This design comes from an exercise in tuning for small area on the open sky130 flow, not from production work. In this exercise RTL edits were held to simulation tests only and were not proved equivalent to the original.

the previous run:
==> flow/design.v (excerpt) <==
module NfiVe32_CORE (
	input					HCLK,							 
	input					HRESETn,						 
	output 	wire [31:0]		HADDR,				 
	output 	wire [ 2:0]  	HSIZE,				 
	output 	wire [ 1:0]  	HTRANS,				 
	output 	wire [31:0]  	HWDATA,				 
	output 	wire         	HWRITE,				 
	input  	wire [31:0]  	HRDATA,				 
	input  	wire         	HREADY,				 
	output	wire			SLEEP,
  	input  	wire         	NMI,				 
  	input  	wire         	IRQ,				 
    input  	wire [4:0]   	IRQ_NUM,			 
  	input  	wire 	    	SYSTICKCLK,			 
	output	wire			SYSTICKINT,
  	output 	wire [31:0]		IRQ_MASK,
	output	wire			SAFE_TO_HALT
);
    reg [1:0]   CYC, NCYC;
    reg         RUN;
    reg         IS32;
    reg         INEXCEPTION;
    reg [31:0]  PC;
    reg [31:0]  INSTR;
    reg [31:0]  R1;              
    reg [31:0]  CSR_TIME;
    reg [31:0]  CSR_TIMELOAD;
    reg [2:0]   CSR_MIE;
    reg [31:0]  CSR_IRQMASK;
    reg [31:0]  CSR_EPC;
    wire        C0 = (CYC==2'h0), C1 = (CYC==2'h1), C2 = (CYC==2'h2), C3 = (CYC==2'h3);
	wire [2:0]	func3		=	INSTR[14:12];
    wire        instr_i     =   (INSTR[6:2] == 5'b00_100);
	wire        instr_r     =   (INSTR[6:2] == 5'b01_100);
    wire        instr_lui   = 	(INSTR[6:2] == 5'b01_101);
	wire        instr_auipc = 	(INSTR[6:2] == 5'b00_101);
	wire        instr_branch = 	(INSTR[6:2] == 5'b11_000);
	wire        instr_jalr  = 	(INSTR[6:2] == 5'b11_001);
	wire        instr_jal   = 	(INSTR[6:2] == 5'b11_011);
    wire        instr_store = 	(INSTR[6:2] == 5'b01_000);
	wire        instr_load  = 	(INSTR[6:2] == 5'b00_000);
	wire		instr_muldiv	=	instr_r & (INSTR[31:25] == 7'b1);
    wire [11:0] csr_num     =   INSTR[31:20]; 
    wire        instr_priv  =   (INSTR[6:2] ==  5'h1C);
    wire        instr_wrcsr =   instr_priv & (func3 == 3'd1);
    wire        instr_sys0  =   instr_priv & (func3 == 3'b0);
    wire        instr_ecall =   instr_sys0 & (csr_num == 12'h0);
    wire        instr_ebreak=   instr_sys0 & (csr_num == 12'h1);
	wire        instr_mret  =   instr_sys0 & (csr_num == 12'h302);
	wire        instr_wfi   =   instr_sys0 & (csr_num == 12'h105);
  ...
clock: 15.0 ns
lec_check: 0
abc_area: 1
cap_margin: 20
core_margin: 2
core_utilization: 50
cts_buf_list: sky130_fd_sc_hd__clkbuf_8
cts_cluster_diameter: 50
cts_cluster_size: 15
place_density_lb_addon: 0.2
slew_margin: 10
standard.sh (not shown) runs the stock make flow with config.mk's settings and CLKGATE_MAP_FILE= SYNTH_SCRIPT=/design/flow/synth_recipe.tcl, a recipe that flattens the netlist after the stock synthesis.
==> flow/flow/run.sh <==
#!/bin/bash
set -e
export CTS_ARGS="-sink_clustering_enable -repair_clock_nets -dont_use_dummy_load -sink_clustering_size 15 -sink_clustering_max_diameter 50 -buf_list sky130_fd_sc_hd__clkbuf_8"
bash standard.sh > standard_flow.log 2>&1
Relative to the previous run, the following input files were edited for the current run:
==> flow/flow/run.sh <==
#!/bin/bash
# The standard layout with two changes:
#  - synthesis maps with an area-first ABC script (flow/abc_area.script:
#    "map -a" in place of "map -B 0.9"); everything else in ORFS is unchanged,
#    the scripts are used from a copy so that only that one file differs;
#  - clock tree synthesis adds no dummy loads and uses clkbuf_8 leaf clusters.
set -euo pipefail
W=$(pwd)
rm -rf "$W/orfs_scripts"
cp -r "$FLOW_HOME/scripts" "$W/orfs_scripts"
cp "$W/flow/abc_area.script" "$W/orfs_scripts/abc_area.script"
export SCRIPTS_DIR="$W/orfs_scripts"
export CTS_ARGS="-sink_clustering_enable -repair_clock_nets -dont_use_dummy_load -sink_clustering_size 15 -sink_clustering_max_diameter 50 -buf_list sky130_fd_sc_hd__clkbuf_8"
bash standard.sh > "$W/standard_flow.log" 2>&1
==> flow/flow/abc_area.script (new file) <==
strash
dch
map -a
topo
stime -c
buffer -c
upsize -c
dnsize -c
diff --git a/flow/config.mk b/flow/config.mk
--- a/flow/config.mk
+++ b/flow/config.mk
@@ -14,3 +14,2 @@
 export CTS_CLUSTER_SIZE = 15
-export PLACE_DENSITY_LB_ADDON = 0.2
 export SLEW_MARGIN = 10
## What came out
- Worst stage delay on the critical path sits lower in the current run than in the previous run.
- Against the previous run, the current run comes in 12 points higher on worst slew slack as a fraction of its limit.
- The current run — initial core utilization 0.27 points higher, the previous run as reference
- Summary — worst setup slack, the current run relative to the previous run: lower, by 15 ps.
- Changes observed in the current run relative to the previous run: HPWL after detailed placement dropped 3.2 mm, multi-input logic portion of the cell area has decreased, sequential share of layout area went down, number of clock-tree buffers in the layout -8, total routed wirelength saw a decrease.

## re-timing with driven ports
How much do the figures lean on ideal ports? The routed layouts below were timed once more, with nothing changed but the port constraints.
Step 1: set_driving_cell puts a clkbuf_16 on HCLK and a buf_2 on each other input, an assumption about the parent block.
Step 2 adds t to the input delays and takes it off the output delays; t is the mean of the earliest and latest rising clock arrival at the registers after step 1. Input paths then give back, and output paths get back, about the clock's delay inside the block.
Three values: ideal ports, drivers, drivers and shift; two values: the first two.
| run | t (ns) | slack for setup (ns) | worst data-port slew with drivers (ns) | cell pins on the clock port's net |
|---|---|---|---|---|
| the previous run | 0.965 | 0.342 / 0.319 / -0.269 | 0.14 | 1 |
| the current run | 0.970 | 0.328 / 0.267 / -0.472 | 0.12 | 1 |
With both steps, setup timing fails in the previous run and the current run, where it was met with ideal ports. For the current run, which loses most, drivers alone change the setup slack by -0.061 ns; drivers and shift together by -0.800 ns.
